Context: an optimization exercise on an open-source flow, tuned for a short achievable clock period and few clock cycles per item. The choices shown serve that exercise and are no tape-out recipe. Only simulation tests tie the RTL to the original design; equivalence was not proved. No activity file was given, so power comes from the tool's default toggle rates.

==> run a: inputs <==
## pd5
module pd5 #(
    parameter int AWIDTH = 32,
    parameter int DWIDTH = 32)(
    input  logic              clk,
    input  logic              reset,
    output logic [AWIDTH-1:0] imem_addr,
    input  logic [DWIDTH-1:0] imem_rdata,
    output logic [AWIDTH-1:0] dmem_addr,
    output logic [DWIDTH-1:0] dmem_wdata,
    output logic [2:0]        dmem_funct3,
    output logic              dmem_re,
    output logic              dmem_we,
    input  logic [DWIDTH-1:0] dmem_rdata
);
  localparam logic [31:0] BASEADDR = 32'h0100_0000;
  localparam logic [31:0] SP_RESET = 32'h0110_0000;
  localparam logic [6:0] OP_R      = 7'b0110011;
  localparam logic [6:0] OP_I      = 7'b0010011;
  localparam logic [6:0] OP_LOAD   = 7'b0000011;
  localparam logic [6:0] OP_STORE  = 7'b0100011;
  localparam logic [6:0] OP_BRANCH = 7'b1100011;
  localparam logic [6:0] OP_JAL    = 7'b1101111;
  localparam logic [6:0] OP_JALR   = 7'b1100111;
  localparam logic [6:0] OP_LUI    = 7'b0110111;
  localparam logic [6:0] OP_AUIPC  = 7'b0010111;
  logic [31:0] pc;
  logic        d_valid;
  logic        d_btb;        
  logic        d_pj;         
  logic [31:0] d_timm;       
  logic [31:0] d_pc;
  logic [31:0] d_insn;
  logic        e_we, e_load, e_store, e_jalr, e_auipc, e_sfwd;
  logic        e_kill;       
  logic        e_wv;         
  logic        e_c_eq, e_c_ne, e_c_lt, e_c_ge, e_c_ltu, e_c_geu;
  logic [4:0]  e_rd;
  logic [2:0]  e_f3;
  logic [31:0] e_a, e_b, e_s, e_alt, e_pc4;
  logic        e_sra;
  logic        e_r_add, e_r_sub, e_r_sll, e_r_sr, e_r_slt, e_r_sltu;
  logic        e_r_xor, e_r_or, e_r_and, e_r_link;
  logic        m_we, m_load, m_store;
  logic [4:0]  m_rd;
  logic [2:0]  m_f3;
  logic [31:0] m_res;        
  logic [31:0] m_alu;        
  logic [31:0] m_sdata;
  logic        w_we;
  logic [4:0]  w_rd;
  logic [31:0] w_res;
  logic [31:0] rf [1:31];
  localparam int BTB_N  = 4;
  localparam int BTB_IW = 2;               
  localparam int BTB_TW = 32 - BTB_IW;
  logic                  btb_v   [BTB_N];
  logic [BTB_TW-1:0]     btb_tag [BTB_N];
  logic [31:0]           btb_tgt [BTB_N];
  logic [31:0]           pc4;
  logic [BTB_IW-1:0]     n_idx;
  logic                  n_hit;
  logic                  f_hit;
  logic [31:0]           f_tgt;
  logic                  btb_hit;
  logic [31:0]           btb_target;
  assign pc4        = pc + 32'd4;
  ...
export LEC_CHECK = 0
export ABC_CLOCK_PERIOD_IN_PS = 2500
export CAP_MARGIN = 20
export CELL_PAD_IN_SITES_DETAIL_PLACEMENT = 1
export CELL_PAD_IN_SITES_GLOBAL_PLACEMENT = 1
export CORE_MARGIN = 2
export CORE_UTILIZATION = 35
export SLEW_MARGIN = 20
create_clock -name core_clock -period 10.0 [get_ports {clk}]
standard.sh (not shown) runs the stock make flow with config.mk's settings and CLKGATE_MAP_FILE= SYNTH_SCRIPT=/design/flow/synth_recipe.tcl, a recipe that flattens the netlist after the stock synthesis.
==> flow/flow/run.sh <==
#!/bin/bash
set -euo pipefail
MARGIN=$(cat flow/margin.txt)
bash standard.sh SETUP_SLACK_MARGIN=$MARGIN ADDER_MAP_FILE= finish > flow_make.log 2>&1
==> flow/flow/margin.txt <==
7
==> run b (differences from run a) <==
==> flow/run.sh (new file) <==
#!/bin/bash
# synth_recipe.tcl (not shown) runs the flow's synth.tcl, then flattens the netlist and writes it again
# the make line also repeats each setting of config.mk as NAME=value (left out here)
make -C /OpenROAD-flow-scripts/flow DESIGN_CONFIG=/design/flow/config.mk WORK_HOME=/design/flow/orfs CLKGATE_MAP_FILE= SYNTH_SCRIPT=/design/flow/synth_recipe.tcl finish
--- a/flow/config.mk
+++ b/flow/config.mk
@@ -10,5 +10,6 @@
 export CELL_PAD_IN_SITES_DETAIL_PLACEMENT = 1
 export CELL_PAD_IN_SITES_GLOBAL_PLACEMENT = 1
 export CORE_MARGIN = 2
-export CORE_UTILIZATION = 35
+export CORE_UTILIZATION = 30
+export SETUP_SLACK_MARGIN = 5
 export SLEW_MARGIN = 20
removed: flow/flow/run.sh
removed: flow/flow/margin.txt
removed: flow/standard.sh
==> flow_summary.yaml <==
outcome:
  run_status: "complete, no violations"
finish:
  stdcell_count: 14303
  final-seq-area_sq_um: 38900
  comb.multi_input.count: 7366
critical_path:
  rr_endpoint: "pc[15]"
  cp_data_arrival_time_ns: 4.63
drt:
  drtIter0Drc: 16584
power:
  pg_clk_uw: 7610
  power.density_nw_per_um2: 147
That was run a.
==> flow_summary.yaml <==
outcome:
  run_status: "complete, no violations"
drt:
  drtIter0Drc: 14327
  route.detailed.drc: 0
critical_path:
  cp_data_arrival_time_ns: 5.93
  cp_num_buf_inv: 2
  rr_endpoint: "e_a[15]"
logic_synthesis:
  synth_mux_area_share_pct: 4.63
sta:
  period_minus_slack_ns: 5.17
  finalHoldViolations: 0
power:
  pg_clk_uw: 7450
  power.density_nw_per_um2: 166
finish:
  stdcell_count: 13910
  final-seq-area_sq_um: 38600
  comb.multi_input.count: 7369
clocking:
  cts_resized: 1
That was run b.
Testbench counts of run a, summed over its fixed seeds: cycles 31,148, instrs 26,936.
Testbench counts of run b, summed over its fixed seeds: cycles 31,148, instrs 26,936.

## static timing again, ports no longer ideal
How much do the figures lean on ideal ports? The routed layouts below were timed once more, with nothing changed but the port constraints. Step 1, drivers: a clkbuf_16 drives clk and a buf_2 each remaining input, both assumed. Step 2 also shifts input and output timing later by t, the mid clock arrival at the registers, as if the neighbouring blocks saw the same clock. Slacks: ideal ports / drivers / drivers and shift; pairs: ideal ports / drivers.
| run | t (ns) | setup WS [ns] | hold WS [ns] | worst register clock-pin slew, ns | worst data-port slew with drivers (ns) |
|---|---|---|---|---|---|
| run a | 1.008 | 6.155 / 6.155 / 5.804 | 0.329 / 0.329 / 0.329 | 0.07 / 0.07 | 0.07 |
| run b | 1.001 | 4.835 / 4.835 / 4.835 | 0.329 / 0.329 / 0.329 | 0.07 / 0.07 | 0.14 |
After both steps every run listed still meets setup and hold. The setup slack of run a, which loses most, moves by 0.000 ns with the drivers and by -0.351 ns with both steps.
